This design comes from an exercise in tuning for small area and a short achievable clock period on the open sky130 flow, not from production work.
RTL that was checked went through simulation tests only; none was proved equivalent to the original.
Function not checked in run 1: the RTL went through the layout flow alone.
Power figures rest on the tool's default switching activity, not on a simulated workload.

$ cat config.mk
export PLATFORM = sky130hd
export DESIGN_NAME = DSP
export DESIGN_NICKNAME = DSP
export VERILOG_FILES = /design/flow/design.v
export SDC_FILE = /design/flow/constraint.sdc
export NUM_CORES = 4
export LEC_CHECK = 0
export CAP_MARGIN = 20
export CORE_MARGIN = 2
export CORE_UTILIZATION = 60
export CTS_BUF_LIST = sky130_fd_sc_hd__clkbuf_8
export CTS_CLUSTER_DIAMETER = 60
export CTS_CLUSTER_SIZE = 30
export SETUP_SLACK_MARGIN = 4.5
export SLEW_MARGIN = 20
export SYNTH_HIERARCHICAL = 1
export SYNTH_MINIMUM_KEEP_SIZE = 0
$ cat constraint.sdc
create_clock -name core_clock -period 7.0 [get_ports {clk}]
set_input_delay 1.4000 -clock core_clock [delete_from_list [all_inputs] [get_ports {clk}]]
set_output_delay 1.4000 -clock core_clock [all_outputs]
set_load 0.01 [all_outputs]
$ cat design.v
module fa (input a, input b, input c, output s, output co);
    assign s  = a ^ b ^ c;
    assign co = (a & b) | (a & c) | (b & c);
endmodule
module fa1 (input a, input b, output s, output co);
    assign s  = ~(a ^ b);
    assign co = a | b;
endmodule
module ha (input a, input b, output s, output co);
    assign s  = a ^ b;
    assign co = a & b;
endmodule
module ks18 (input [17:0] a, input [17:0] b, output [17:0] s);
    localparam W = 18;
    localparam L = 5;
    wire [W-1:0] g [0:L];
    wire [W-1:0] p [0:L];
    assign g[0] = a & b;
    assign p[0] = a ^ b;
    genvar l, i;
    generate for (l = 0; l < L; l = l + 1) begin : g_l
        for (i = 0; i < W; i = i + 1) begin : g_i
            if (i >= (1 << l)) begin : g_m
                assign g[l+1][i] = g[l][i] | (p[l][i] & g[l][i-(1<<l)]);
                assign p[l+1][i] = p[l][i] & p[l][i-(1<<l)];
            end else begin : g_k
                assign g[l+1][i] = g[l][i];
                assign p[l+1][i] = p[l][i];
            end
        end
    end endgenerate
    assign s = p[0] ^ {g[L][W-2:0], 1'b0};
endmodule
module DSP (a,b,c,d,clk,rst_n,p);
    parameter OPERATION = "ADD" ;
    input [17:0] a,b,d;
    input [47:0] c;
    input clk,rst_n;
    output reg [47:0] p;
    wire [19:0] ax = {2'b00, a};
        reg [8:0] bo, bt, bn;
    reg bz;
    reg [17:0] s1;
    wire [17:0] s0;
    ks18 u_pre (.a(b), .b(d), .s(s0));
    reg [115:0] x;
    reg [47:0] r0, r1;
    wire [115:0] xn;
    wire [8:0] nn = ~bn;
    wire [18:0] sx = {1'b0, s1};
    wire [18:0] sy = {s1, 1'b0};
    wire [17:0] pz = {18{bz}} & s1;
    wire [18:0] pp0 = (({19{bo[0]}} & sx) | ({19{bt[0]}} & sy)) ^ {19{bn[0]}};
    wire [18:0] pp1 = (({19{bo[1]}} & sx) | ({19{bt[1]}} & sy)) ^ {19{bn[1]}};
    wire [18:0] pp2 = (({19{bo[2]}} & sx) | ({19{bt[2]}} & sy)) ^ {19{bn[2]}};
    wire [18:0] pp3 = (({19{bo[3]}} & sx) | ({19{bt[3]}} & sy)) ^ {19{bn[3]}};
    wire [18:0] pp4 = (({19{bo[4]}} & sx) | ({19{bt[4]}} & sy)) ^ {19{bn[4]}};
    wire [18:0] pp5 = (({19{bo[5]}} & sx) | ({19{bt[5]}} & sy)) ^ {19{bn[5]}};
    wire [18:0] pp6 = (({19{bo[6]}} & sx) | ({19{bt[6]}} & sy)) ^ {19{bn[6]}};
    wire [18:0] pp7 = (({19{bo[7]}} & sx) | ({19{bt[7]}} & sy)) ^ {19{bn[7]}};
    wire [18:0] pp8 = (({19{bo[8]}} & sx) | ({19{bt[8]}} & sy)) ^ {19{bn[8]}};
    wire fs1, fk1;
    wire fs2, fk2;
    wire fs3, fk3;
    wire fs4, fk4;
    wire fs5, fk5;
    wire fs6, fk6;
    wire fs7, fk7;
    wire fs8, fk8;
    wire fs9, fk9;
    wire fs10, fk10;
    wire fs11, fk11;
    wire fs12, fk12;
    wire fs13, fk13;
    wire fs14, fk14;
    wire fs15, fk15;
    wire fs16, fk16;
    wire fs17, fk17;
    wire fs18, fk18;
    wire fs19, fk19;
    wire fs20, fk20;
    wire fs21, fk21;
    wire fs22, fk22;
    wire fs23, fk23;
    wire fs24, fk24;
    wire fs25, fk25;
    wire fs26, fk26;
    wire fs27, fk27;
    wire fs28, fk28;
    wire fs29, fk29;
    wire fs30, fk30;
    wire gs1, gk1;
    wire fs31, fk31;
    wire fs32, fk32;
    wire gs2, gk2;
    wire fs33, fk33;
    wire fs34, fk34;
    wire fs35, fk35;
    wire fs36, fk36;
    wire fs37, fk37;
    wire gs3, gk3;
    wire fs38, fk38;
    wire fs39, fk39;
    wire fs40, fk40;
    wire fs41, fk41;
    wire gs4, gk4;
    wire fs42, fk42;
    wire fs43, fk43;
    wire fs44, fk44;
    wire gs5, gk5;
    wire fs45, fk45;
    wire fs46, fk46;
    wire fs47, fk47;
    wire gs6, gk6;
    wire fs48, fk48;
    wire fs49, fk49;
    wire gs7, gk7;
    wire fs50, fk50;
    wire gs8, gk8;
    wire fs51, fk51;
    wire gs9, gk9;
    wire fs52, fk52;
    wire fs53, fk53;
    wire fs54, fk54;
    wire fs55, fk55;
    wire fs56, fk56;
    wire fs57, fk57;
    wire fs58, fk58;
    wire fs59, fk59;
    wire fs60, fk60;
    wire fs61, fk61;
    wire fs62, fk62;
    wire fs63, fk63;
    wire fs64, fk64;
    wire fs65, fk65;
    wire fs66, fk66;
    wire fs67, fk67;
    wire fs68, fk68;
    wire fs69, fk69;
    wire fs70, fk70;
    wire fs71, fk71;
    wire fs72, fk72;
    wire fs73, fk73;
    wire fs74, fk74;
    wire fs75, fk75;
    wire fs76, fk76;
    wire fs77, fk77;
    wire fs78, fk78;
    wire fs79, fk79;
    wire fs80, fk80;
    wire fs81, fk81;
    wire fs82, fk82;
    wire fs83, fk83;
    wire fs84, fk84;
    wire fs85, fk85;
    wire fs86, fk86;
    wire fs87, fk87;
    wire fs88, fk88;
    wire fs89, fk89;
    wire fs90, fk90;
    wire fs91, fk91;
    wire hs1, hk1;
    wire hs2, hk2;
    wire hs3, hk3;
    wire hs4, hk4;
    wire hs5, hk5;
    wire fs92, fk92;
    wire fs93, fk93;
    wire hs6, hk6;
    wire fs94, fk94;
    wire hs7, hk7;
    wire fs95, fk95;
    wire hs8, hk8;
    wire fs96, fk96;
    wire hs9, hk9;
    wire fs97, fk97;
    wire hs10, hk10;
    wire hs11, hk11;
    wire hs12, hk12;
    wire hs13, hk13;
    wire hs14, hk14;
    wire fs98, fk98;
    wire fs99, fk99;
    wire fs100, fk100;
    wire fs101, fk101;
    wire fs102, fk102;
    wire fs103, fk103;
    wire fs104, fk104;
    wire fs105, fk105;
    wire fs106, fk106;
    wire fs107, fk107;
    wire fs108, fk108;
    wire fs109, fk109;
    wire fs110, fk110;
    wire fs111, fk111;
    wire fs112, fk112;
    wire hs15, hk15;
    wire fs113, fk113;
    wire hs16, hk16;
    wire hs17, hk17;
    wire hs18, hk18;
    wire hs19, hk19;
    wire hs20, hk20;
    wire hs21, hk21;
    wire fs114, fk114;
    wire fs115, fk115;
    wire fs116, fk116;
    wire fs117, fk117;
    wire fs118, fk118;
    wire fs119, fk119;
    wire fs120, fk120;
    wire fs121, fk121;
    wire fs122, fk122;
    wire fs123, fk123;
    wire fs124, fk124;
    wire fs125, fk125;
    wire fs126, fk126;
    wire fs127, fk127;
    wire fs128, fk128;
    wire fs129, fk129;
    wire fs130, fk130;
    wire fs131, fk131;
    wire fs132, fk132;
    wire fs133, fk133;
    wire fs134, fk134;
    wire fs135, fk135;
    wire fs136, fk136;
    wire hs22, hk22;
    wire fs137, fk137;
    wire hs23, hk23;
    wire fs138, fk138;
    wire hs24, hk24;
    wire hs25, hk25;
    wire hs26, hk26;
    wire fs139, fk139;
    wire fs140, fk140;
    wire fs141, fk141;
    wire fs142, fk142;
    wire fs143, fk143;
    wire fs144, fk144;
    wire fs145, fk145;
    wire fs146, fk146;
    wire fs147, fk147;
    wire fs148, fk148;
    wire fs149, fk149;
    wire fs150, fk150;
    wire fs151, fk151;
    wire fs152, fk152;
    wire fs153, fk153;
    wire fs154, fk154;
    wire fs155, fk155;
    wire fs156, fk156;
    wire fs157, fk157;
    wire fs158, fk158;
    wire fs159, fk159;
    wire fs160, fk160;
    wire fs161, fk161;
    wire fs162, fk162;
    wire fs163, fk163;
    wire fs164, fk164;
    wire fs165, fk165;
    wire fs166, fk166;
    wire fs167, fk167;
    wire fs168, fk168;
    wire fs169, fk169;
    wire fs170, fk170;
    wire gs10, gk10;
    wire ni1;
    wire ni2;
    wire ni3;
    wire ni4;
    wire ni5;
    wire ni6;
    wire ni7;
    wire ni8;
    wire ni9;
    wire ni10;
    wire ni11;
    fa u1 (.a(pp0[2]), .b(pp1[0]), .c(bn[1]), .s(fs1), .co(fk1));
    fa u2 (.a(pp0[4]), .b(pp1[2]), .c(pp2[0]), .s(fs2), .co(fk2));
    fa u3 (.a(pp0[5]), .b(pp1[3]), .c(pp2[1]), .s(fs3), .co(fk3));
    fa u4 (.a(pp0[6]), .b(pp1[4]), .c(pp2[2]), .s(fs4), .co(fk4));
    fa u5 (.a(pp0[7]), .b(pp1[5]), .c(pp2[3]), .s(fs5), .co(fk5));
    fa u6 (.a(pp0[8]), .b(pp1[6]), .c(pp2[4]), .s(fs6), .co(fk6));
    fa u7 (.a(pp3[2]), .b(pp4[0]), .c(bn[4]), .s(fs7), .co(fk7));
    fa u8 (.a(pp0[9]), .b(pp1[7]), .c(pp2[5]), .s(fs8), .co(fk8));
    fa u9 (.a(pp0[10]), .b(pp1[8]), .c(pp2[6]), .s(fs9), .co(fk9));
    fa u10 (.a(pp3[4]), .b(pp4[2]), .c(pp5[0]), .s(fs10), .co(fk10));
    fa u11 (.a(pp0[11]), .b(pp1[9]), .c(pp2[7]), .s(fs11), .co(fk11));
    fa u12 (.a(pp3[5]), .b(pp4[3]), .c(pp5[1]), .s(fs12), .co(fk12));
    fa u13 (.a(pp0[12]), .b(pp1[10]), .c(pp2[8]), .s(fs13), .co(fk13));
    fa u14 (.a(pp3[6]), .b(pp4[4]), .c(pp5[2]), .s(fs14), .co(fk14));
    fa u15 (.a(pp0[13]), .b(pp1[11]), .c(pp2[9]), .s(fs15), .co(fk15));
    fa u16 (.a(pp3[7]), .b(pp4[5]), .c(pp5[3]), .s(fs16), .co(fk16));
    fa u17 (.a(pp0[14]), .b(pp1[12]), .c(pp2[10]), .s(fs17), .co(fk17));
    fa u18 (.a(pp3[8]), .b(pp4[6]), .c(pp5[4]), .s(fs18), .co(fk18));
    fa u19 (.a(pp6[2]), .b(pp7[0]), .c(bn[7]), .s(fs19), .co(fk19));
    fa u20 (.a(pp0[15]), .b(pp1[13]), .c(pp2[11]), .s(fs20), .co(fk20));
    fa u21 (.a(pp3[9]), .b(pp4[7]), .c(pp5[5]), .s(fs21), .co(fk21));
    fa u22 (.a(pp0[16]), .b(pp1[14]), .c(pp2[12]), .s(fs22), .co(fk22));
    fa u23 (.a(pp3[10]), .b(pp4[8]), .c(pp5[6]), .s(fs23), .co(fk23));
    fa u24 (.a(pp6[4]), .b(pp7[2]), .c(pp8[0]), .s(fs24), .co(fk24));
    fa u25 (.a(pp0[17]), .b(pp1[15]), .c(pp2[13]), .s(fs25), .co(fk25));
    fa u26 (.a(pp3[11]), .b(pp4[9]), .c(pp5[7]), .s(fs26), .co(fk26));
    fa u27 (.a(pp6[5]), .b(pp7[3]), .c(pp8[1]), .s(fs27), .co(fk27));
    fa u28 (.a(pp0[18]), .b(pp1[16]), .c(pp2[14]), .s(fs28), .co(fk28));
    fa u29 (.a(pp3[12]), .b(pp4[10]), .c(pp5[8]), .s(fs29), .co(fk29));
    fa u30 (.a(pp6[6]), .b(pp7[4]), .c(pp8[2]), .s(fs30), .co(fk30));
    fa1 v1 (.a(nn[0]), .b(pp1[17]), .s(gs1), .co(gk1));
    fa u31 (.a(pp2[15]), .b(pp3[13]), .c(pp4[11]), .s(fs31), .co(fk31));
    fa u32 (.a(pp5[9]), .b(pp6[7]), .c(pp7[5]), .s(fs32), .co(fk32));
    fa1 v2 (.a(pp1[18]), .b(pp2[16]), .s(gs2), .co(gk2));
    fa u33 (.a(pp3[14]), .b(pp4[12]), .c(pp5[10]), .s(fs33), .co(fk33));
    fa u34 (.a(pp6[8]), .b(pp7[6]), .c(pp8[4]), .s(fs34), .co(fk34));
    fa u35 (.a(nn[1]), .b(pp2[17]), .c(pp3[15]), .s(fs35), .co(fk35));
    fa u36 (.a(pp4[13]), .b(pp5[11]), .c(pp6[9]), .s(fs36), .co(fk36));
    fa u37 (.a(pp7[7]), .b(pp8[5]), .c(pz[3]), .s(fs37), .co(fk37));
    fa1 v3 (.a(pp2[18]), .b(pp3[16]), .s(gs3), .co(gk3));
    fa u38 (.a(pp4[14]), .b(pp5[12]), .c(pp6[10]), .s(fs38), .co(fk38));
    fa u39 (.a(pp7[8]), .b(pp8[6]), .c(pz[4]), .s(fs39), .co(fk39));
    fa u40 (.a(nn[2]), .b(pp3[17]), .c(pp4[15]), .s(fs40), .co(fk40));
    fa u41 (.a(pp5[13]), .b(pp6[11]), .c(pp7[9]), .s(fs41), .co(fk41));
    fa1 v4 (.a(pp3[18]), .b(pp4[16]), .s(gs4), .co(gk4));
    fa u42 (.a(pp5[14]), .b(pp6[12]), .c(pp7[10]), .s(fs42), .co(fk42));
    fa u43 (.a(nn[3]), .b(pp4[17]), .c(pp5[15]), .s(fs43), .co(fk43));
    fa u44 (.a(pp6[13]), .b(pp7[11]), .c(pp8[9]), .s(fs44), .co(fk44));
    fa1 v5 (.a(pp4[18]), .b(pp5[16]), .s(gs5), .co(gk5));
    fa u45 (.a(pp6[14]), .b(pp7[12]), .c(pp8[10]), .s(fs45), .co(fk45));
    fa u46 (.a(nn[4]), .b(pp5[17]), .c(pp6[15]), .s(fs46), .co(fk46));
    fa u47 (.a(pp7[13]), .b(pp8[11]), .c(pz[9]), .s(fs47), .co(fk47));
    fa1 v6 (.a(pp5[18]), .b(pp6[16]), .s(gs6), .co(gk6));
    fa u48 (.a(pp7[14]), .b(pp8[12]), .c(pz[10]), .s(fs48), .co(fk48));
    fa u49 (.a(nn[5]), .b(pp6[17]), .c(pp7[15]), .s(fs49), .co(fk49));
    fa1 v7 (.a(pp6[18]), .b(pp7[16]), .s(gs7), .co(gk7));
    fa u50 (.a(nn[6]), .b(pp7[17]), .c(pp8[15]), .s(fs50), .co(fk50));
    fa1 v8 (.a(pp7[18]), .b(pp8[16]), .s(gs8), .co(gk8));
    fa u51 (.a(nn[7]), .b(pp8[17]), .c(pz[15]), .s(fs51), .co(fk51));
    fa1 v9 (.a(pp8[18]), .b(pz[16]), .s(gs9), .co(gk9));
    fa u52 (.a(fk1), .b(pp0[3]), .c(pp1[1]), .s(fs52), .co(fk52));
    fa u53 (.a(fk3), .b(fs4), .c(pp3[0]), .s(fs53), .co(fk53));
    fa u54 (.a(fk4), .b(fs5), .c(pp3[1]), .s(fs54), .co(fk54));
    fa u55 (.a(fk5), .b(fs6), .c(fs7), .s(fs55), .co(fk55));
    fa u56 (.a(fk6), .b(fk7), .c(fs8), .s(fs56), .co(fk56));
    fa u57 (.a(fk8), .b(fs9), .c(fs10), .s(fs57), .co(fk57));
    fa u58 (.a(fk9), .b(fk10), .c(fs11), .s(fs58), .co(fk58));
    fa u59 (.a(fk11), .b(fk12), .c(fs13), .s(fs59), .co(fk59));
    fa u60 (.a(fs14), .b(pp6[0]), .c(bn[6]), .s(fs60), .co(fk60));
    fa u61 (.a(fk13), .b(fk14), .c(fs15), .s(fs61), .co(fk61));
    fa u62 (.a(fk15), .b(fk16), .c(fs17), .s(fs62), .co(fk62));
    fa u63 (.a(fk17), .b(fk18), .c(fk19), .s(fs63), .co(fk63));
    fa u64 (.a(fs20), .b(fs21), .c(pp6[3]), .s(fs64), .co(fk64));
    fa u65 (.a(fk20), .b(fk21), .c(fs22), .s(fs65), .co(fk65));
    fa u66 (.a(fs23), .b(fs24), .c(bn[8]), .s(fs66), .co(fk66));
    fa u67 (.a(fk22), .b(fk23), .c(fk24), .s(fs67), .co(fk67));
    fa u68 (.a(fs25), .b(fs26), .c(fs27), .s(fs68), .co(fk68));
    fa u69 (.a(fk25), .b(fk26), .c(fk27), .s(fs69), .co(fk69));
    fa u70 (.a(fs28), .b(fs29), .c(fs30), .s(fs70), .co(fk70));
    fa u71 (.a(fk28), .b(fk29), .c(fk30), .s(fs71), .co(fk71));
    fa u72 (.a(gs1), .b(fs31), .c(fs32), .s(fs72), .co(fk72));
    fa u73 (.a(gk1), .b(fk31), .c(fk32), .s(fs73), .co(fk73));
    fa u74 (.a(gs2), .b(fs33), .c(fs34), .s(fs74), .co(fk74));
    fa u75 (.a(gk2), .b(fk33), .c(fk34), .s(fs75), .co(fk75));
    fa u76 (.a(fs35), .b(fs36), .c(fs37), .s(fs76), .co(fk76));
    fa u77 (.a(fk35), .b(fk36), .c(fk37), .s(fs77), .co(fk77));
    fa u78 (.a(gs3), .b(fs38), .c(fs39), .s(fs78), .co(fk78));
    fa u79 (.a(gk3), .b(fk38), .c(fk39), .s(fs79), .co(fk79));
    fa u80 (.a(fs40), .b(fs41), .c(pp8[7]), .s(fs80), .co(fk80));
    fa u81 (.a(fk40), .b(fk41), .c(gs4), .s(fs81), .co(fk81));
    fa u82 (.a(fs42), .b(pp8[8]), .c(pz[6]), .s(fs82), .co(fk82));
    fa u83 (.a(gk4), .b(fk42), .c(fs43), .s(fs83), .co(fk83));
    fa u84 (.a(fk43), .b(fk44), .c(gs5), .s(fs84), .co(fk84));
    fa u85 (.a(gk5), .b(fk45), .c(fs46), .s(fs85), .co(fk85));
    fa u86 (.a(fk46), .b(fk47), .c(gs6), .s(fs86), .co(fk86));
    fa u87 (.a(gk6), .b(fk48), .c(fs49), .s(fs87), .co(fk87));
    fa u88 (.a(fk49), .b(gs7), .c(pp8[14]), .s(fs88), .co(fk88));
    fa u89 (.a(gk7), .b(fs50), .c(pz[13]), .s(fs89), .co(fk89));
    fa u90 (.a(fk50), .b(gs8), .c(pz[14]), .s(fs90), .co(fk90));
    fa u91 (.a(gk9), .b(nn[8]), .c(pz[17]), .s(fs91), .co(fk91));
    ha h1 (.a(x[29]), .b(x[30]), .s(hs1), .co(hk1));
    ha h2 (.a(x[34]), .b(x[35]), .s(hs2), .co(hk2));
    ha h3 (.a(x[38]), .b(x[39]), .s(hs3), .co(hk3));
    ha h4 (.a(x[42]), .b(x[43]), .s(hs4), .co(hk4));
    ha h5 (.a(x[46]), .b(x[47]), .s(hs5), .co(hk5));
    fa u92 (.a(x[50]), .b(x[51]), .c(x[52]), .s(fs92), .co(fk92));
    fa u93 (.a(x[55]), .b(x[56]), .c(x[57]), .s(fs93), .co(fk93));
    ha h6 (.a(x[58]), .b(x[59]), .s(hs6), .co(hk6));
    fa u94 (.a(x[61]), .b(x[62]), .c(x[63]), .s(fs94), .co(fk94));
    ha h7 (.a(x[64]), .b(x[65]), .s(hs7), .co(hk7));
    fa u95 (.a(x[66]), .b(x[67]), .c(x[68]), .s(fs95), .co(fk95));
    ha h8 (.a(x[70]), .b(x[71]), .s(hs8), .co(hk8));
    fa u96 (.a(x[74]), .b(x[75]), .c(x[76]), .s(fs96), .co(fk96));
    ha h9 (.a(x[79]), .b(x[80]), .s(hs9), .co(hk9));
    fa u97 (.a(x[83]), .b(x[84]), .c(x[85]), .s(fs97), .co(fk97));
    ha h10 (.a(x[88]), .b(x[89]), .s(hs10), .co(hk10));
    ha h11 (.a(x[16]), .b(x[17]), .s(hs11), .co(hk11));
    ha h12 (.a(x[20]), .b(x[21]), .s(hs12), .co(hk12));
    ha h13 (.a(x[23]), .b(x[24]), .s(hs13), .co(hk13));
    ha h14 (.a(x[26]), .b(x[27]), .s(hs14), .co(hk14));
    fa u98 (.a(x[31]), .b(x[32]), .c(x[33]), .s(fs98), .co(fk98));
    fa u99 (.a(x[36]), .b(x[37]), .c(hk1), .s(fs99), .co(fk99));
    fa u100 (.a(x[40]), .b(x[41]), .c(hk2), .s(fs100), .co(fk100));
    fa u101 (.a(x[44]), .b(x[45]), .c(hk3), .s(fs101), .co(fk101));
    fa u102 (.a(x[48]), .b(x[49]), .c(hk4), .s(fs102), .co(fk102));
    fa u103 (.a(x[53]), .b(x[54]), .c(hk5), .s(fs103), .co(fk103));
    fa u104 (.a(x[60]), .b(fk92), .c(fs93), .s(fs104), .co(fk104));
    fa u105 (.a(fk93), .b(hk6), .c(fs94), .s(fs105), .co(fk105));
    fa u106 (.a(x[69]), .b(fk94), .c(hk7), .s(fs106), .co(fk106));
    fa u107 (.a(x[72]), .b(x[73]), .c(fk95), .s(fs107), .co(fk107));
    fa u108 (.a(x[77]), .b(x[78]), .c(hk8), .s(fs108), .co(fk108));
    fa u109 (.a(x[81]), .b(x[82]), .c(fk96), .s(fs109), .co(fk109));
    fa u110 (.a(x[86]), .b(x[87]), .c(hk9), .s(fs110), .co(fk110));
    fa u111 (.a(x[90]), .b(x[91]), .c(fk97), .s(fs111), .co(fk111));
    fa u112 (.a(x[92]), .b(x[93]), .c(x[94]), .s(fs112), .co(fk112));
    ha h15 (.a(x[95]), .b(x[96]), .s(hs15), .co(hk15));
    fa u113 (.a(x[98]), .b(x[99]), .c(x[100]), .s(fs113), .co(fk113));
    ha h16 (.a(x[102]), .b(x[103]), .s(hs16), .co(hk16));
    ha h17 (.a(x[5]), .b(x[6]), .s(hs17), .co(hk17));
    ha h18 (.a(x[8]), .b(x[9]), .s(hs18), .co(hk18));
    ha h19 (.a(x[10]), .b(x[11]), .s(hs19), .co(hk19));
    ha h20 (.a(x[12]), .b(x[13]), .s(hs20), .co(hk20));
    ha h21 (.a(x[14]), .b(x[15]), .s(hs21), .co(hk21));
    fa u114 (.a(x[18]), .b(x[19]), .c(hs11), .s(fs114), .co(fk114));
    fa u115 (.a(x[22]), .b(hk11), .c(hs12), .s(fs115), .co(fk115));
    fa u116 (.a(x[25]), .b(hk12), .c(hs13), .s(fs116), .co(fk116));
    fa u117 (.a(x[28]), .b(hk13), .c(hs14), .s(fs117), .co(fk117));
    fa u118 (.a(hs1), .b(hk14), .c(fs98), .s(fs118), .co(fk118));
    fa u119 (.a(hs2), .b(fk98), .c(fs99), .s(fs119), .co(fk119));
    fa u120 (.a(hs3), .b(fk99), .c(fs100), .s(fs120), .co(fk120));
    fa u121 (.a(hs4), .b(fk100), .c(fs101), .s(fs121), .co(fk121));
    fa u122 (.a(hs5), .b(fk101), .c(fs102), .s(fs122), .co(fk122));
    fa u123 (.a(fs92), .b(fk102), .c(fs103), .s(fs123), .co(fk123));
    fa u124 (.a(hs6), .b(fk103), .c(fs104), .s(fs124), .co(fk124));
    fa u125 (.a(hs7), .b(fk104), .c(fs105), .s(fs125), .co(fk125));
    fa u126 (.a(fs95), .b(fk105), .c(fs106), .s(fs126), .co(fk126));
    fa u127 (.a(hs8), .b(fk106), .c(fs107), .s(fs127), .co(fk127));
    fa u128 (.a(fs96), .b(fk107), .c(fs108), .s(fs128), .co(fk128));
    fa u129 (.a(hs9), .b(fk108), .c(fs109), .s(fs129), .co(fk129));
    fa u130 (.a(fs97), .b(fk109), .c(fs110), .s(fs130), .co(fk130));
    fa u131 (.a(hs10), .b(fk110), .c(fs111), .s(fs131), .co(fk131));
    fa u132 (.a(hk10), .b(fk111), .c(fs112), .s(fs132), .co(fk132));
    fa u133 (.a(x[97]), .b(fk112), .c(hs15), .s(fs133), .co(fk133));
    fa u134 (.a(x[101]), .b(hk15), .c(fs113), .s(fs134), .co(fk134));
    fa u135 (.a(x[104]), .b(fk113), .c(hs16), .s(fs135), .co(fk135));
    fa u136 (.a(x[105]), .b(x[106]), .c(hk16), .s(fs136), .co(fk136));
    ha h22 (.a(x[107]), .b(x[108]), .s(hs22), .co(hk22));
    fa u137 (.a(x[109]), .b(x[110]), .c(x[111]), .s(fs137), .co(fk137));
    ha h23 (.a(x[112]), .b(x[113]), .s(hs23), .co(hk23));
    fa u138 (.a(x[0]), .b(x[1]), .c(c[0]), .s(fs138), .co(fk138));
    ha h24 (.a(x[2]), .b(c[1]), .s(hs24), .co(hk24));
    ha h25 (.a(x[3]), .b(c[2]), .s(hs25), .co(hk25));
    ha h26 (.a(x[4]), .b(c[3]), .s(hs26), .co(hk26));
    fa u139 (.a(x[7]), .b(hs17), .c(c[4]), .s(fs139), .co(fk139));
    fa u140 (.a(hk17), .b(hs18), .c(c[5]), .s(fs140), .co(fk140));
    fa u141 (.a(hk18), .b(hs19), .c(c[6]), .s(fs141), .co(fk141));
    fa u142 (.a(hk19), .b(hs20), .c(c[7]), .s(fs142), .co(fk142));
    fa u143 (.a(hk20), .b(hs21), .c(c[8]), .s(fs143), .co(fk143));
    fa u144 (.a(hk21), .b(fs114), .c(c[9]), .s(fs144), .co(fk144));
    fa u145 (.a(fk114), .b(fs115), .c(c[10]), .s(fs145), .co(fk145));
    fa u146 (.a(fk115), .b(fs116), .c(c[11]), .s(fs146), .co(fk146));
    fa u147 (.a(fk116), .b(fs117), .c(c[12]), .s(fs147), .co(fk147));
    fa u148 (.a(fk117), .b(fs118), .c(c[13]), .s(fs148), .co(fk148));
    fa u149 (.a(fk118), .b(fs119), .c(c[14]), .s(fs149), .co(fk149));
    fa u150 (.a(fk119), .b(fs120), .c(c[15]), .s(fs150), .co(fk150));
    fa u151 (.a(fk120), .b(fs121), .c(c[16]), .s(fs151), .co(fk151));
    fa u152 (.a(fk121), .b(fs122), .c(c[17]), .s(fs152), .co(fk152));
    fa u153 (.a(fk122), .b(fs123), .c(c[18]), .s(fs153), .co(fk153));
    fa u154 (.a(fk123), .b(fs124), .c(c[19]), .s(fs154), .co(fk154));
    fa u155 (.a(fk124), .b(fs125), .c(c[20]), .s(fs155), .co(fk155));
    fa u156 (.a(fk125), .b(fs126), .c(c[21]), .s(fs156), .co(fk156));
    fa u157 (.a(fk126), .b(fs127), .c(c[22]), .s(fs157), .co(fk157));
    fa u158 (.a(fk127), .b(fs128), .c(c[23]), .s(fs158), .co(fk158));
    fa u159 (.a(fk128), .b(fs129), .c(c[24]), .s(fs159), .co(fk159));
    fa u160 (.a(fk129), .b(fs130), .c(c[25]), .s(fs160), .co(fk160));
    fa u161 (.a(fk130), .b(fs131), .c(c[26]), .s(fs161), .co(fk161));
    fa u162 (.a(fk131), .b(fs132), .c(c[27]), .s(fs162), .co(fk162));
    fa u163 (.a(fk132), .b(fs133), .c(c[28]), .s(fs163), .co(fk163));
    fa u164 (.a(fk133), .b(fs134), .c(c[29]), .s(fs164), .co(fk164));
    fa u165 (.a(fk134), .b(fs135), .c(c[30]), .s(fs165), .co(fk165));
    fa u166 (.a(fk135), .b(fs136), .c(c[31]), .s(fs166), .co(fk166));
    fa u167 (.a(fk136), .b(hs22), .c(c[32]), .s(fs167), .co(fk167));
    fa u168 (.a(hk22), .b(fs137), .c(c[33]), .s(fs168), .co(fk168));
    fa u169 (.a(fk137), .b(hs23), .c(c[34]), .s(fs169), .co(fk169));
    fa u170 (.a(x[114]), .b(hk23), .c(c[35]), .s(fs170), .co(fk170));
    fa1 v10 (.a(x[115]), .b(c[36]), .s(gs10), .co(gk10));
    assign ni1 = ~c[37];
    assign ni2 = ~c[38];
    assign ni3 = ~c[39];
    assign ni4 = ~c[40];
    assign ni5 = ~c[41];
    assign ni6 = ~c[42];
    assign ni7 = ~c[43];
    assign ni8 = ~c[44];
    assign ni9 = ~c[45];
    assign ni10 = ~c[46];
    assign ni11 = ~c[47];
    assign xn[0] = pp0[0];
    assign xn[1] = bn[0];
    assign xn[2] = pp0[1];
    assign xn[3] = fs1;
    assign xn[4] = fs52;
    assign xn[5] = fk52;
    assign xn[6] = fs2;
    assign xn[7] = bn[2];
    assign xn[8] = fk2;
    assign xn[9] = fs3;
    assign xn[10] = fs53;
    assign xn[11] = bn[3];
    assign xn[12] = fk53;
    assign xn[13] = fs54;
    assign xn[14] = fk54;
    assign xn[15] = fs55;
    assign xn[16] = fk55;
    assign xn[17] = fs56;
    assign xn[18] = pp3[3];
    assign xn[19] = pp4[1];
    assign xn[20] = fk56;
    assign xn[21] = fs57;
    assign xn[22] = bn[5];
    assign xn[23] = fk57;
    assign xn[24] = fs58;
    assign xn[25] = fs12;
    assign xn[26] = fk58;
    assign xn[27] = fs59;
    assign xn[28] = fs60;
    assign xn[29] = fk59;
    assign xn[30] = fk60;
    assign xn[31] = fs61;
    assign xn[32] = fs16;
    assign xn[33] = pp6[1];
    assign xn[34] = fk61;
    assign xn[35] = fs62;
    assign xn[36] = fs18;
    assign xn[37] = fs19;
    assign xn[38] = fk62;
    assign xn[39] = fs63;
    assign xn[40] = fs64;
    assign xn[41] = pp7[1];
    assign xn[42] = fk63;
    assign xn[43] = fk64;
    assign xn[44] = fs65;
    assign xn[45] = fs66;
    assign xn[46] = fk65;
    assign xn[47] = fk66;
    assign xn[48] = fs67;
    assign xn[49] = fs68;
    assign xn[50] = fk67;
    assign xn[51] = fk68;
    assign xn[52] = fs69;
    assign xn[53] = fs70;
    assign xn[54] = pz[0];
    assign xn[55] = fk69;
    assign xn[56] = fk70;
    assign xn[57] = fs71;
    assign xn[58] = fs72;
    assign xn[59] = pp8[3];
    assign xn[60] = pz[1];
    assign xn[61] = fk71;
    assign xn[62] = fk72;
    assign xn[63] = fs73;
    assign xn[64] = fs74;
    assign xn[65] = pz[2];
    assign xn[66] = fk73;
    assign xn[67] = fk74;
    assign xn[68] = fs75;
    assign xn[69] = fs76;
    assign xn[70] = fk75;
    assign xn[71] = fk76;
    assign xn[72] = fs77;
    assign xn[73] = fs78;
    assign xn[74] = fk77;
    assign xn[75] = fk78;
    assign xn[76] = fs79;
    assign xn[77] = fs80;
    assign xn[78] = pz[5];
    assign xn[79] = fk79;
    assign xn[80] = fk80;
    assign xn[81] = fs81;
    assign xn[82] = fs82;
    assign xn[83] = fk81;
    assign xn[84] = fk82;
    assign xn[85] = fs83;
    assign xn[86] = fs44;
    assign xn[87] = pz[7];
    assign xn[88] = fk83;
    assign xn[89] = fs84;
    assign xn[90] = fs45;
    assign xn[91] = pz[8];
    assign xn[92] = fk84;
    assign xn[93] = fs85;
    assign xn[94] = fs47;
    assign xn[95] = fk85;
    assign xn[96] = fs86;
    assign xn[97] = fs48;
    assign xn[98] = fk86;
    assign xn[99] = fs87;
    assign xn[100] = pp8[13];
    assign xn[101] = pz[11];
    assign xn[102] = fk87;
    assign xn[103] = fs88;
    assign xn[104] = pz[12];
    assign xn[105] = fk88;
    assign xn[106] = fs89;
    assign xn[107] = fk89;
    assign xn[108] = fs90;
    assign xn[109] = fk90;
    assign xn[110] = gk8;
    assign xn[111] = fs51;
    assign xn[112] = fk51;
    assign xn[113] = gs9;
    assign xn[114] = fs91;
    assign xn[115] = fk91;
    wire [47:0] r0n = {c[46], c[45], c[44], c[43], c[42], c[41], c[40], c[39], c[38], c[37], gk10, fk170, fk169, fk168, fk167, fk166, fk165, fk164, fk163, fk162, fk161, fk160, fk159, fk158, fk157, fk156, fk155, fk154, fk153, fk152, fk151, fk150, fk149, fk148, fk147, fk146, fk145, fk144, fk143, fk142, fk141, fk140, fk139, hk26, hk25, hk24, fk138, fs138};
    wire [47:0] r1n = {ni11, ni10, ni9, ni8, ni7, ni6, ni5, ni4, ni3, ni2, ni1, gs10, fs170, fs169, fs168, fs167, fs166, fs165, fs164, fs163, fs162, fs161, fs160, fs159, fs158, fs157, fs156, fs155, fs154, fs153, fs152, fs151, fs150, fs149, fs148, fs147, fs146, fs145, fs144, fs143, fs142, fs141, fs140, fs139, hs26, hs25, hs24, 1'b0};
    always @(posedge clk or negedge rst_n) begin
        if (!rst_n) begin
            bo <= 0; bt <= 0; bn <= 0; bz <= 0;
            s1 <= 0; x <= 116'b01101001010010001001001000100010001000100010001000011000000000000000000000000000000000000000000000000000000000000000; r0 <= 0; r1 <= 0; p <= 0;
        end else begin
            bo[0] <= ax[0] ^ 1'b0;
            bt[0] <= (ax[1] & ~ax[0] & ~1'b0) | (~ax[1] & ax[0] & 1'b0);
            bn[0] <= ax[1];
            bo[1] <= ax[2] ^ ax[1];
            bt[1] <= (ax[3] & ~ax[2] & ~ax[1]) | (~ax[3] & ax[2] & ax[1]);
            bn[1] <= ax[3];
            bo[2] <= ax[4] ^ ax[3];
            bt[2] <= (ax[5] & ~ax[4] & ~ax[3]) | (~ax[5] & ax[4] & ax[3]);
            bn[2] <= ax[5];
            bo[3] <= ax[6] ^ ax[5];
            bt[3] <= (ax[7] & ~ax[6] & ~ax[5]) | (~ax[7] & ax[6] & ax[5]);
            bn[3] <= ax[7];
            bo[4] <= ax[8] ^ ax[7];
            bt[4] <= (ax[9] & ~ax[8] & ~ax[7]) | (~ax[9] & ax[8] & ax[7]);
            bn[4] <= ax[9];
            bo[5] <= ax[10] ^ ax[9];
            bt[5] <= (ax[11] & ~ax[10] & ~ax[9]) | (~ax[11] & ax[10] & ax[9]);
            bn[5] <= ax[11];
            bo[6] <= ax[12] ^ ax[11];
            bt[6] <= (ax[13] & ~ax[12] & ~ax[11]) | (~ax[13] & ax[12] & ax[11]);
            bn[6] <= ax[13];
            bo[7] <= ax[14] ^ ax[13];
            bt[7] <= (ax[15] & ~ax[14] & ~ax[13]) | (~ax[15] & ax[14] & ax[13]);
            bn[7] <= ax[15];
            bo[8] <= ax[16] ^ ax[15];
            bt[8] <= (ax[17] & ~ax[16] & ~ax[15]) | (~ax[17] & ax[16] & ax[15]);
            bn[8] <= ax[17];
            bz <= a[17];
            s1 <= s0;
            x  <= xn;
            r0 <= r0n;
            r1 <= r1n;
            p  <= r0 + r1;
        end
    end
endmodule
$ cat flow/run.sh
#!/bin/bash
# Standard ORFS layout (the standard.sh, unchanged synthesis), except that the
# input and output ports are buffered with a plain buffer cell instead of the
# delay-type buffer that buffer_ports picks by default.
set -euo pipefail
bash standard.sh "BUFFER_PORTS_ARGS=-buffer_cell sky130_fd_sc_hd__buf_2" finish > orfs_make.log 2>&1
$ cat standard.sh
#!/bin/bash
# synth_recipe.tcl (not shown) runs the flow's synth.tcl, then flattens the netlist and writes it again
# the make line also repeats each setting of config.mk as NAME=value (left out here)
make -C /OpenROAD-flow-scripts/flow DESIGN_CONFIG=/design/flow/config.mk WORK_HOME=/design/flow/orfs CLKGATE_MAP_FILE= SYNTH_SCRIPT=/design/flow/synth_recipe.tcl "${@:-finish}"
==> results of run 1 <==
worst paths after layout:
check	cells past startpoint	startpoint	to	slack [ps]
min	0	r0[0]	p[0]	390
min in group asynchronous	1	rst_n	p[2]	760
max in group asynchronous	2	rst_n	r1[41]	4970
min reg2reg	0	r0[0]	p[0]	390
max	8	r0[9]	p[46]	4370
max reg2reg	8	r0[9]	p[46]	4370
per-layer routing:
layer  global-route usage  vias to the layer above  share of wire
met5                    0                        -              0
met4               0.0832                        0          0.030
met1                0.386                     6331           0.44
li1                     -                     5588              -
met2                0.411                      588           0.45
met3               0.0530                      113          0.080
through the flow:
step	util	hold WS, ps
floorplan	-	331
global placement	0.647	334
detailed placement	0.647	366
CTS	0.680	385
global route	0.690	402
finish	0.690	392
power by group through the flow:
stage	Sequential [W]	Combinational, W	Clock (W)
after floorplan	0.00289	0.00409	0
after global placement	0.00308	0.00542	0
after detailed placement	0.00310	0.00562	0
after CTS	0.00310	0.00596	0.00120
after global routing	0.00318	0.00714	0.00127
final	0.00312	0.00631	0.00116
final cells by class:
cell class / instances / area, sq um
timing repair buffer: 189 / 1090
clock inverter: 20 / 219
sequential: 304 / 7670
multi-input combinational: 1088 / 11000
tap: 396 / 495
clock buffer: 30 / 413
fill: 2314 / 9500
inverter: 78 / 293
Yosys stat by module (local to each module, per instance):
module	cells inside	area, sq um	flops+latches	copies in the design
fa1	5	27.5	0	10
ks18	117	845	0	1
DSP	1217	13900	304	1
fa	1	20.0	0	170
ha	1	12.5	0	26
flip-flops by register name (all words and copies together) (netlist names):
| signal | cells |
|---|---|
| p | 48 |
| s1 | 18 |
| r1 | 47 |
| bn | 9 |
| bo | 9 |
| bt | 9 |
| x | 116 |
| r0 | 48 |
logic make-up (layout without fill, tap and decap cells):
| family | after synthesis | in the layout |
|---|---|---|
| buffers and inverters | 188 | 317 |
| adder cells (fa/ha/maj) | 271 | 271 |
| multiplexers | 3 | 3 |
| XOR/XNOR | 236 | 236 |
| flip-flops | 304 | 304 |
| AND/OR/NAND/NOR | 205 | 205 |
| AO/OA/AOI/OAI | 373 | 373 |
layout by cell type, fill, tap and decap left out, types with 35 or more instances in the layout:
cell / netlist / layout
a22oi_1: 154 / 154
xnor2_1: 201 / 199
dfrtp_2: 0 / 37
xor2_1: 35 / 35
ha_1: 99 / 64
buf_2: 3 / 149
nand2_1: 71 / 69
a21oi_1: 71 / 58
fa_1: 172 / 169
inv_1: 78 / 81
dfrtp_1: 287 / 250
timing repair:
action / in CTS / in global routing
buffers inserted: 12 / 17
endpoints found under the setup margin: 105 / 94
pin swaps: 14 / 21
gates resized for setup: 62 / 61
worst max-delay path: stages (launching register included):
cell and delay, ps:
dfrtp_1 430, ha_4 320, and3_4 200, nand2_1 110
o31a_1 380, a211o_1 360, o31a_4 350, o31ai_4 250
xor2_1 160
==> reports/results.ini, run 1 <==
[synth]
synth_top_area_cell=dfrtp_1
synth_top_family_by_area=adder cells
syn_nets=1955
postSynth.asyncResetShare=1.00
synthAdderAreaFrac=0.250
synth_ff_type=dfrtp_1
synthMuxAreaShare=0.00167
synth.area.top_cells=dfrtp_1 (38%), fa_1 (18%), xnor2_1 (9.4%)
synth_edf_count=0
ys_types=64
syn_area_per_cell_sq_um=11.8
synthTopCellsByCount=dfrtp_1 (287), xnor2_1 (201), fa_1 (172), a22oi_1 (154), ha_1 (99)
ys_seq_elements=304
yosysWarnings=8
synth_compound_area_frac=0.137
ys_seq_area_frac=0.408
synth_most_common_cell=dfrtp_1
yosys.area_share.simple=0.0546
synth_top_area_frac=0.384
synthCells=1580
synth_area_sq_um=18700
synth-xor-area-share=0.110

[clock_network]
cts_max_level=1
cts_root_buf=clkbuf_8
cts_tree=done
ctsHoldBuffers=0
cts-buffers-inserted=27
path_clk_slew_ps=110
clock_sinks=304
clock_latency_ps=630
ctsLongestPathBuffers=3

[final_layout]
final_cell_area_sq_um=21200
syn_to_final_growth_pct=13.1
antenna_cells=0
layout.cells.non_filler=2105
final_nets=2063
drive_gt1_frac=0.226

[min_path]
hold_class=flop to flop

[global_route]
grt_max_degree=147
grt_usage=0.267
antenna_found_initial=1
grt_pass1_vias=13073
gr-total-overflow=0
grt_pass1_wl_mm=69.4

[pwr]
swShare=0.428
p_int_w=0.00606
report.power.total_w=0.0106
leakage_nw=9.00
seqPwrFrac=0.295
p_sw_w=0.00453
powerDensity_nw_per_um2=500
peakVddDrop_mv=0.224
combPwrFrac=0.596
p_clk_frac=0.109

[placement]
placed_cell_area_sq_um=19900
dp_cells=2026
place_worst_setup_slack_ps=4010
port_buffers=151
gp_congestion=0.896
hpwl_mm=29.7

[routing]
vias=12620
route.detailed.drc=0
wl_mm=43.4
ant_nets=0
wl_per_cell_um=20.6
drtIter0Drc=965
dr.pass1.iters=5
viasPerCell=6.00

[sta]
period_needed_ps=2630
finalHoldViolations=0
maxSlewHeadroom=0.446
worst_pin_slew_ps=831
setup_viol=0
fmax_ghz=0.380
min_period_over_period=0.376
setup_ws_ps=4370
fin_worst_skew_ps=28.3
drv_slew=0
rsz0062_at_grt=true
setup_tns_ps=0

[critical_path]
start_kind=flop
path_class=flop to flop
crit_arrival_ps=3160
worstPathMaxFanout=5
worstPathRequired_ps=7530
end_kind=flop

[die]
dieWidth_um=181
io_pins=152
core_area_sq_um=30700
start_util=0.610
die-area_sq_um=32600
fp-row-count=64
die_h_um=181

[flow_run]
maxCapViolCount=0

[outcome]
status=no timing/DRC/antenna violations

==> run 2, diff against run 1 <==
--- a/design.v
+++ b/design.v
@@ -44,7 +44,10 @@
     wire [17:0] s0;
     ks18 u_pre (.a(b), .b(d), .s(s0));
     reg [115:0] x;
-    reg [47:0] r0, r1;
+    reg [47:0] r0;
+    reg [47:8] r1;
+    reg rc;
+    wire [47:0] cd = {c[47:36] - 12'd1, c[35:0]};
     wire [115:0] xn;
     wire [8:0] nn = ~bn;
     wire [18:0] sx = {1'b0, s1};
@@ -264,18 +267,7 @@
     wire fs168, fk168;
     wire fs169, fk169;
     wire fs170, fk170;
-    wire gs10, gk10;
-    wire ni1;
-    wire ni2;
-    wire ni3;
-    wire ni4;
-    wire ni5;
-    wire ni6;
-    wire ni7;
-    wire ni8;
-    wire ni9;
-    wire ni10;
-    wire ni11;
+    wire hs27, hk27;
     fa u1 (.a(pp0[2]), .b(pp1[0]), .c(bn[1]), .s(fs1), .co(fk1));
     fa u2 (.a(pp0[4]), .b(pp1[2]), .c(pp2[0]), .s(fs2), .co(fk2));
     fa u3 (.a(pp0[5]), .b(pp1[3]), .c(pp2[1]), .s(fs3), .co(fk3));
@@ -445,54 +437,43 @@
     ha h22 (.a(x[107]), .b(x[108]), .s(hs22), .co(hk22));
     fa u137 (.a(x[109]), .b(x[110]), .c(x[111]), .s(fs137), .co(fk137));
     ha h23 (.a(x[112]), .b(x[113]), .s(hs23), .co(hk23));
-    fa u138 (.a(x[0]), .b(x[1]), .c(c[0]), .s(fs138), .co(fk138));
-    ha h24 (.a(x[2]), .b(c[1]), .s(hs24), .co(hk24));
-    ha h25 (.a(x[3]), .b(c[2]), .s(hs25), .co(hk25));
-    ha h26 (.a(x[4]), .b(c[3]), .s(hs26), .co(hk26));
-    fa u139 (.a(x[7]), .b(hs17), .c(c[4]), .s(fs139), .co(fk139));
-    fa u140 (.a(hk17), .b(hs18), .c(c[5]), .s(fs140), .co(fk140));
-    fa u141 (.a(hk18), .b(hs19), .c(c[6]), .s(fs141), .co(fk141));
-    fa u142 (.a(hk19), .b(hs20), .c(c[7]), .s(fs142), .co(fk142));
-    fa u143 (.a(hk20), .b(hs21), .c(c[8]), .s(fs143), .co(fk143));
-    fa u144 (.a(hk21), .b(fs114), .c(c[9]), .s(fs144), .co(fk144));
-    fa u145 (.a(fk114), .b(fs115), .c(c[10]), .s(fs145), .co(fk145));
-    fa u146 (.a(fk115), .b(fs116), .c(c[11]), .s(fs146), .co(fk146));
-    fa u147 (.a(fk116), .b(fs117), .c(c[12]), .s(fs147), .co(fk147));
-    fa u148 (.a(fk117), .b(fs118), .c(c[13]), .s(fs148), .co(fk148));
-    fa u149 (.a(fk118), .b(fs119), .c(c[14]), .s(fs149), .co(fk149));
-    fa u150 (.a(fk119), .b(fs120), .c(c[15]), .s(fs150), .co(fk150));
-    fa u151 (.a(fk120), .b(fs121), .c(c[16]), .s(fs151), .co(fk151));
-    fa u152 (.a(fk121), .b(fs122), .c(c[17]), .s(fs152), .co(fk152));
-    fa u153 (.a(fk122), .b(fs123), .c(c[18]), .s(fs153), .co(fk153));
-    fa u154 (.a(fk123), .b(fs124), .c(c[19]), .s(fs154), .co(fk154));
-    fa u155 (.a(fk124), .b(fs125), .c(c[20]), .s(fs155), .co(fk155));
-    fa u156 (.a(fk125), .b(fs126), .c(c[21]), .s(fs156), .co(fk156));
-    fa u157 (.a(fk126), .b(fs127), .c(c[22]), .s(fs157), .co(fk157));
-    fa u158 (.a(fk127), .b(fs128), .c(c[23]), .s(fs158), .co(fk158));
-    fa u159 (.a(fk128), .b(fs129), .c(c[24]), .s(fs159), .co(fk159));
-    fa u160 (.a(fk129), .b(fs130), .c(c[25]), .s(fs160), .co(fk160));
-    fa u161 (.a(fk130), .b(fs131), .c(c[26]), .s(fs161), .co(fk161));
-    fa u162 (.a(fk131), .b(fs132), .c(c[27]), .s(fs162), .co(fk162));
-    fa u163 (.a(fk132), .b(fs133), .c(c[28]), .s(fs163), .co(fk163));
-    fa u164 (.a(fk133), .b(fs134), .c(c[29]), .s(fs164), .co(fk164));
-    fa u165 (.a(fk134), .b(fs135), .c(c[30]), .s(fs165), .co(fk165));
-    fa u166 (.a(fk135), .b(fs136), .c(c[31]), .s(fs166), .co(fk166));
-    fa u167 (.a(fk136), .b(hs22), .c(c[32]), .s(fs167), .co(fk167));
-    fa u168 (.a(hk22), .b(fs137), .c(c[33]), .s(fs168), .co(fk168));
-    fa u169 (.a(fk137), .b(hs23), .c(c[34]), .s(fs169), .co(fk169));
-    fa u170 (.a(x[114]), .b(hk23), .c(c[35]), .s(fs170), .co(fk170));
-    fa1 v10 (.a(x[115]), .b(c[36]), .s(gs10), .co(gk10));
-    assign ni1 = ~c[37];
-    assign ni2 = ~c[38];
-    assign ni3 = ~c[39];
-    assign ni4 = ~c[40];
-    assign ni5 = ~c[41];
-    assign ni6 = ~c[42];
-    assign ni7 = ~c[43];
-    assign ni8 = ~c[44];
-    assign ni9 = ~c[45];
-    assign ni10 = ~c[46];
-    assign ni11 = ~c[47];
+    fa u138 (.a(x[0]), .b(x[1]), .c(cd[0]), .s(fs138), .co(fk138));
+    ha h24 (.a(x[2]), .b(cd[1]), .s(hs24), .co(hk24));
+    ha h25 (.a(x[3]), .b(cd[2]), .s(hs25), .co(hk25));
+    ha h26 (.a(x[4]), .b(cd[3]), .s(hs26), .co(hk26));
+    fa u139 (.a(x[7]), .b(hs17), .c(cd[4]), .s(fs139), .co(fk139));
+    fa u140 (.a(hk17), .b(hs18), .c(cd[5]), .s(fs140), .co(fk140));
+    fa u141 (.a(hk18), .b(hs19), .c(cd[6]), .s(fs141), .co(fk141));
+    fa u142 (.a(hk19), .b(hs20), .c(cd[7]), .s(fs142), .co(fk142));
+    fa u143 (.a(hk20), .b(hs21), .c(cd[8]), .s(fs143), .co(fk143));
+    fa u144 (.a(hk21), .b(fs114), .c(cd[9]), .s(fs144), .co(fk144));
+    fa u145 (.a(fk114), .b(fs115), .c(cd[10]), .s(fs145), .co(fk145));
+    fa u146 (.a(fk115), .b(fs116), .c(cd[11]), .s(fs146), .co(fk146));
+    fa u147 (.a(fk116), .b(fs117), .c(cd[12]), .s(fs147), .co(fk147));
+    fa u148 (.a(fk117), .b(fs118), .c(cd[13]), .s(fs148), .co(fk148));
+    fa u149 (.a(fk118), .b(fs119), .c(cd[14]), .s(fs149), .co(fk149));
+    fa u150 (.a(fk119), .b(fs120), .c(cd[15]), .s(fs150), .co(fk150));
+    fa u151 (.a(fk120), .b(fs121), .c(cd[16]), .s(fs151), .co(fk151));
+    fa u152 (.a(fk121), .b(fs122), .c(cd[17]), .s(fs152), .co(fk152));
+    fa u153 (.a(fk122), .b(fs123), .c(cd[18]), .s(fs153), .co(fk153));
+    fa u154 (.a(fk123), .b(fs124), .c(cd[19]), .s(fs154), .co(fk154));
+    fa u155 (.a(fk124), .b(fs125), .c(cd[20]), .s(fs155), .co(fk155));
+    fa u156 (.a(fk125), .b(fs126), .c(cd[21]), .s(fs156), .co(fk156));
+    fa u157 (.a(fk126), .b(fs127), .c(cd[22]), .s(fs157), .co(fk157));
+    fa u158 (.a(fk127), .b(fs128), .c(cd[23]), .s(fs158), .co(fk158));
+    fa u159 (.a(fk128), .b(fs129), .c(cd[24]), .s(fs159), .co(fk159));
+    fa u160 (.a(fk129), .b(fs130), .c(cd[25]), .s(fs160), .co(fk160));
+    fa u161 (.a(fk130), .b(fs131), .c(cd[26]), .s(fs161), .co(fk161));
+    fa u162 (.a(fk131), .b(fs132), .c(cd[27]), .s(fs162), .co(fk162));
+    fa u163 (.a(fk132), .b(fs133), .c(cd[28]), .s(fs163), .co(fk163));
+    fa u164 (.a(fk133), .b(fs134), .c(cd[29]), .s(fs164), .co(fk164));
+    fa u165 (.a(fk134), .b(fs135), .c(cd[30]), .s(fs165), .co(fk165));
+    fa u166 (.a(fk135), .b(fs136), .c(cd[31]), .s(fs166), .co(fk166));
+    fa u167 (.a(fk136), .b(hs22), .c(cd[32]), .s(fs167), .co(fk167));
+    fa u168 (.a(hk22), .b(fs137), .c(cd[33]), .s(fs168), .co(fk168));
+    fa u169 (.a(fk137), .b(hs23), .c(cd[34]), .s(fs169), .co(fk169));
+    fa u170 (.a(x[114]), .b(hk23), .c(cd[35]), .s(fs170), .co(fk170));
+    ha h27 (.a(x[115]), .b(cd[36]), .s(hs27), .co(hk27));
     assign xn[0] = pp0[0];
     assign xn[1] = bn[0];
     assign xn[2] = pp0[1];
@@ -609,12 +590,14 @@
     assign xn[113] = gs9;
     assign xn[114] = fs91;
     assign xn[115] = fk91;
-    wire [47:0] r0n = {c[46], c[45], c[44], c[43], c[42], c[41], c[40], c[39], c[38], c[37], gk10, fk170, fk169, fk168, fk167, fk166, fk165, fk164, fk163, fk162, fk161, fk160, fk159, fk158, fk157, fk156, fk155, fk154, fk153, fk152, fk151, fk150, fk149, fk148, fk147, fk146, fk145, fk144, fk143, fk142, fk141, fk140, fk139, hk26, hk25, hk24, fk138, fs138};
-    wire [47:0] r1n = {ni11, ni10, ni9, ni8, ni7, ni6, ni5, ni4, ni3, ni2, ni1, gs10, fs170, fs169, fs168, fs167, fs166, fs165, fs164, fs163, fs162, fs161, fs160, fs159, fs158, fs157, fs156, fs155, fs154, fs153, fs152, fs151, fs150, fs149, fs148, fs147, fs146, fs145, fs144, fs143, fs142, fs141, fs140, fs139, hs26, hs25, hs24, 1'b0};
+    wire [47:0] r0n = {cd[47], cd[46], cd[45], cd[44], cd[43], cd[42], cd[41], cd[40], cd[39], cd[38], hk27, fk170, fk169, fk168, fk167, fk166, fk165, fk164, fk163, fk162, fk161, fk160, fk159, fk158, fk157, fk156, fk155, fk154, fk153, fk152, fk151, fk150, fk149, fk148, fk147, fk146, fk145, fk144, fk143, fk142, fk141, fk140, fk139, hk26, hk25, hk24, fk138, fs138};
+    wire [47:0] r1n = {1'b0, 1'b0, 1'b0, 1'b0, 1'b0, 1'b0, 1'b0, 1'b0, 1'b0, 1'b0, cd[37], hs27, fs170, fs169, fs168, fs167, fs166, fs165, fs164, fs163, fs162, fs161, fs160, fs159, fs158, fs157, fs156, fs155, fs154, fs153, fs152, fs151, fs150, fs149, fs148, fs147, fs146, fs145, fs144, fs143, fs142, fs141, fs140, fs139, hs26, hs25, hs24, 1'b0};
+    wire [8:0] lo = r0n[7:0] + r1n[7:0];
+    wire [40:0] hi = {r0[47:8], 1'b1} + {r1[47:8], rc};
     always @(posedge clk or negedge rst_n) begin
         if (!rst_n) begin
             bo <= 0; bt <= 0; bn <= 0; bz <= 0;
-            s1 <= 0; x <= 116'b01101001010010001001001000100010001000100010001000011000000000000000000000000000000000000000000000000000000000000000; r0 <= 0; r1 <= 0; p <= 0;
+            s1 <= 0; x <= 116'b01101001010010001001001000100010001000100010001000011000000000000000000000000000000000000000000000000000000000000000; r0 <= 0; r1 <= 0; rc <= 0; p <= 0;
         end else begin
             bo[0] <= ax[0] ^ 1'b0;
             bt[0] <= (ax[1] & ~ax[0] & ~1'b0) | (~ax[1] & ax[0] & 1'b0);
@@ -646,9 +629,10 @@
             bz <= a[17];
             s1 <= s0;
             x  <= xn;
-            r0 <= r0n;
-            r1 <= r1n;
-            p  <= r0 + r1;
+            r0 <= {r0n[47:8], lo[7:0]};
+            r1 <= r1n[47:8];
+            rc <= lo[8];
+            p  <= {hi[40:1], r0[7:0]};
         end
     end
 endmodule
--- a/config.mk
+++ b/config.mk
@@ -8,9 +8,6 @@
 export CAP_MARGIN = 20
 export CORE_MARGIN = 2
 export CORE_UTILIZATION = 60
-export CTS_BUF_LIST = sky130_fd_sc_hd__clkbuf_8
-export CTS_CLUSTER_DIAMETER = 60
-export CTS_CLUSTER_SIZE = 30
 export SETUP_SLACK_MARGIN = 4.5
 export SLEW_MARGIN = 20
 export SYNTH_HIERARCHICAL = 1
==> run 2 against run 1 <==
  * Critical endpoint is now r0[7]
  * Final area decreased by 2.4%
  * Highest routed layer unchanged
  * Utilization grew 0.70 points
  * Maximum frequency up 2.4%
  * Register-to-register slack improved by 70 ps
  * Worst hold slack worse by 46 ps
==> reports/results.ini, run 2 <==
[sta]
fin_worst_skew_ps=11.2  ; -17.1 ps
period_needed_ps=2570  ; -61.8 ps
maxSlewHeadroom=0.435  ; -0.0104
fmax_ghz=0.389  ; +2.4%
finalHoldViolations=0  ; unchanged
setup_ws_ps=4430  ; +61.8 ps
setup_tns_ps=0  ; unchanged
timing.hold.ws_ps=347  ; -45.7 ps
min_period_over_period=0.367  ; -0.00882
drv_slew=0  ; unchanged
worst_pin_slew_ps=847  ; +15.6 ps
rsz0062_at_grt=true
setup_viol=0  ; unchanged

[critical_path]
start_kind=input pin
end_kind=flop
cp_top_family=adder cells
worstPathRequired_ps=7430  ; -100 ps
worstPathMaxFanout=2  ; -3
cp_slowest_cell=fa_2
crit_arrival_ps=3000  ; -160 ps
path_cells=buf_6 -> fa_2 -> ha_4 -> inv_2 -> fa_2 -> inv_2 -> a21oi_2 -> o21bai_1 -> a21o_1 -> a21oi_2 -> xnor2_1
crit_buf_inv=3  ; +3
path_class=input pin to flop
max_stage_delay_ps=380  ; -50 ps

[final_layout]
largest_reg_flops=116  ; unchanged
drive_gt1_frac=0.210  ; -0.0156
final_nets=1979  ; -4.1%
syn_to_final_growth_pct=14.4
antenna_cells=0  ; unchanged
top_regs=x (116), p (48), r0 (48)
layout_commonest_cell=dfrtp_1
fin_util=0.697  ; +0.00696
layout_common_cells=dfrtp_1 (234), xnor2_1 (205), fa_1 (165)
top_register=x

[routing]
dr.pass1.iters=6  ; +1
wl_mm=42.0  ; -3.2%
viasPerCell=5.95  ; -0.71%
vias=12060  ; -4.4%
drtIter0Drc=977  ; +1.2%
wl_per_cell_um=20.7  ; +0.62%
ant_nets=0  ; unchanged
route.detailed.drc=0  ; unchanged

[pwr]
swShare=0.408  ; -0.0198
report.power.total_w=0.0106  ; about the same
seqPwrFrac=0.281  ; -0.014
p_int_w=0.00627  ; +3.5%
leakage_nw=8.71  ; -3.2%
combPwrFrac=0.545  ; -0.051
p_clk_frac=0.174  ; +0.065
peakVddDrop_mv=0.221  ; -1.6%
p_sw_w=0.00432  ; -4.6%
powerDensity_nw_per_um2=512  ; +2.4%

[synth]
syn_nets=1883  ; -3.7%
postSynth.asyncResetShare=1.00  ; unchanged
synth_most_common_cell=dfrtp_1
synth_top_area_frac=0.375  ; -0.00850
synth.area.top_cells=dfrtp_1 (38%), fa_1 (19%), xnor2_1 (9.9%)
synthCells=1515  ; -4.1%
ys_seq_elements=288  ; -5.3%
yosysWarnings=8  ; unchanged
synth_ff_type=dfrtp_1
ys_types=58  ; -9.4%
synthTopCellsByCount=dfrtp_1 (271), xnor2_1 (205), fa_1 (173), a22oi_1 (154), ha_1 (91)
synth_area_sq_um=18100  ; -3.4%
synth_top_area_cell=dfrtp_1
syn_area_per_cell_sq_um=11.9  ; +0.71%
synth_edf_count=0  ; unchanged
ys_seq_area_frac=0.400  ; -0.00765

[clock_network]
cts-buffers-inserted=34  ; +26%
ctsLongestPathBuffers=3  ; unchanged
ctsHoldBuffers=0  ; unchanged
clock_latency_ps=510  ; -120 ps
clock_sinks=288  ; -5.3%
path_clk_slew_ps=60  ; -50 ps
cts_tree=done
cts_root_buf=clkbuf_16
cts_max_level=2  ; +1

[min_path]
hold_class=flop to flop

[die]
dieWidth_um=178  ; -1.7%
die-area_sq_um=31500  ; -3.4%
start_util=0.610  ; about the same
io_pins=152  ; unchanged
core_area_sq_um=29600  ; -3.4%
die_h_um=178  ; -1.7%
fp-row-count=63  ; -1.6%

[global_route]
grt_pass1_wl_mm=67.2  ; -3.1%
grt_max_degree=162  ; +10%
antenna_found_initial=0  ; -1
gr-total-overflow=0  ; unchanged
grt_usage=0.275  ; +0.00815
grt_pass1_vias=12679  ; -3.0%

[placement]
place_worst_setup_slack_ps=3850  ; -160 ps
hpwl_mm=29.1  ; -2.2%
port_buffers=151  ; unchanged
gp_congestion=0.849  ; -5.2%

[outcome]
status=no timing/DRC/antenna violations

[flow_run]
maxCapViolCount=0  ; unchanged

run 2: changes by cell type in the layout (fill, tap and decap cells not counted), sizes merged, moves of 5 or more:
cell / change
a21oi: -17
nand2: -16
nand4: +8
clkbuf: +14
nor4: +5
buf: -18
inv: -19
o21ai: -5
ha: -8
dfrtp: -16
o211ai: +7
run 2: path summary, 6_finish.rpt:
check                           start  cells past startpoint  slack (ps)  endpoint
worst min register to register  r0[4]                      0         350      p[4]
worst min-delay path            r0[4]                      0         350      p[4]
worst max-delay path             c[0]                     11        4430     r0[7]
worst max register to register  x[63]                      4        4440    r1[12]
min in group asynchronous       rst_n                      1         880      p[2]
max in group asynchronous       rst_n                      2        4760    s1[14]
run 2: repair_timing:
| action | in CTS | in global routing |
|---|---|---|
| endpoints found under the hold margin | 0 | 0 |
| gates cloned | 0 | 0 |
| resized for setup | 23 | 34 |
| setup endpoints to repair | 40 | 217 |
| pin swaps | 9 | 16 |
| buffers inserted | 8 | 4 |
run 2: worst register-to-register path, cell delays in order (launching register included):
cell and delay (ps):
dfstp_2 530, fa_1 440, fa_2 550, fa_2 450, fa_2 540
run 2: cells by family (layout without fill, tap and decap cells):
| kind of cell | Yosys count | count (layout) | share of synthesized area |
|---|---|---|---|
| AOI/OAI and AO/OA | 344 | 344 | 0.133 |
| buffers and inverters | 179 | 300 | 0.0377 |
| and+or+nand+nor | 196 | 196 | 0.0558 |
| muxes | 3 | 3 | 0.00166 |
| DFF | 288 | 288 | 0.400 |
| adders and majority gates | 264 | 264 | 0.255 |
| xor gates and xnor gates | 241 | 241 | 0.117 |
run 2: power by group through the flow:
stage | sequential [W] | clock [W] | combinational (W)
final | 0.00298 | 0.00184 | 0.00577
after global routing | 0.00304 | 0.00196 | 0.00653
after CTS | 0.00297 | 0.00188 | 0.00575
after detailed placement | 0.00298 | 0 | 0.00559
after global placement | 0.00296 | 0 | 0.00538
after floorplan | 0.00278 | 0 | 0.00407
run 2: per-module statistics from Yosys, one instance, submodules excluded:
module | copies in the design | cells inside
fa1 | 9 | 5
ha | 27 | 1
DSP | 1 | 1156
ks18 | 1 | 117
fa | 170 | 1
run 2: final cells by class:
class                   instances  area, sq um
fillers                      2161         8970
well taps                     390          488
inverters                      68          255
clock buffers                  44          948
repair buffers                171          951
flip-flops and latches        288         7270
multi-input cells            1048        10500
clock inverters                17          243
run 2: stage by stage:
stage | cells | cell area, sq um
finish | 2026 | 20700
global route | 2026 | 20700
CTS | 2022 | 20600
detailed placement | 1953 | 19200
global placement | 1952 | 19200
floorplan | 1515 | 18300
run 2: per-layer routing:
layer,routed length [um],global-route usage,vias to the layer above
li1,-,-,5382
met2,19300,0.426,522
met3,3430,0.0598,85
met4,923,0.0840,0
met5,0,0,-
met1,18400,0.392,6071

## separate check: timing with driven ports
How much do the figures lean on ideal ports? The routed layouts below were timed once more, with nothing changed but the port constraints.
Step 1: set_driving_cell puts a clkbuf_16 on clk and a buf_2 on each other input, an assumption about the parent block.
Step 2 also shifts input and output timing later by t, the mid clock arrival at the registers, as if the neighbouring blocks saw the same clock.
Slacks: ideal / step 1 / step 2; pairs: ideal / step 1.
run	shift t [ns]	slack for setup (ns)	clock arrival spread, ns	slew at the worst register clock pin (ns)
run 1	0.661	4.368 / 4.368 / 3.961	0.029 / 0.029	0.12 / 0.12
run 2	0.565	4.430 / 4.437 / 3.889	0.011 / 0.012	0.06 / 0.06
After both steps every run listed still meets setup and hold. For run 2, which loses most, drivers alone change the setup slack by +0.007 ns; drivers and shift together by -0.541 ns.
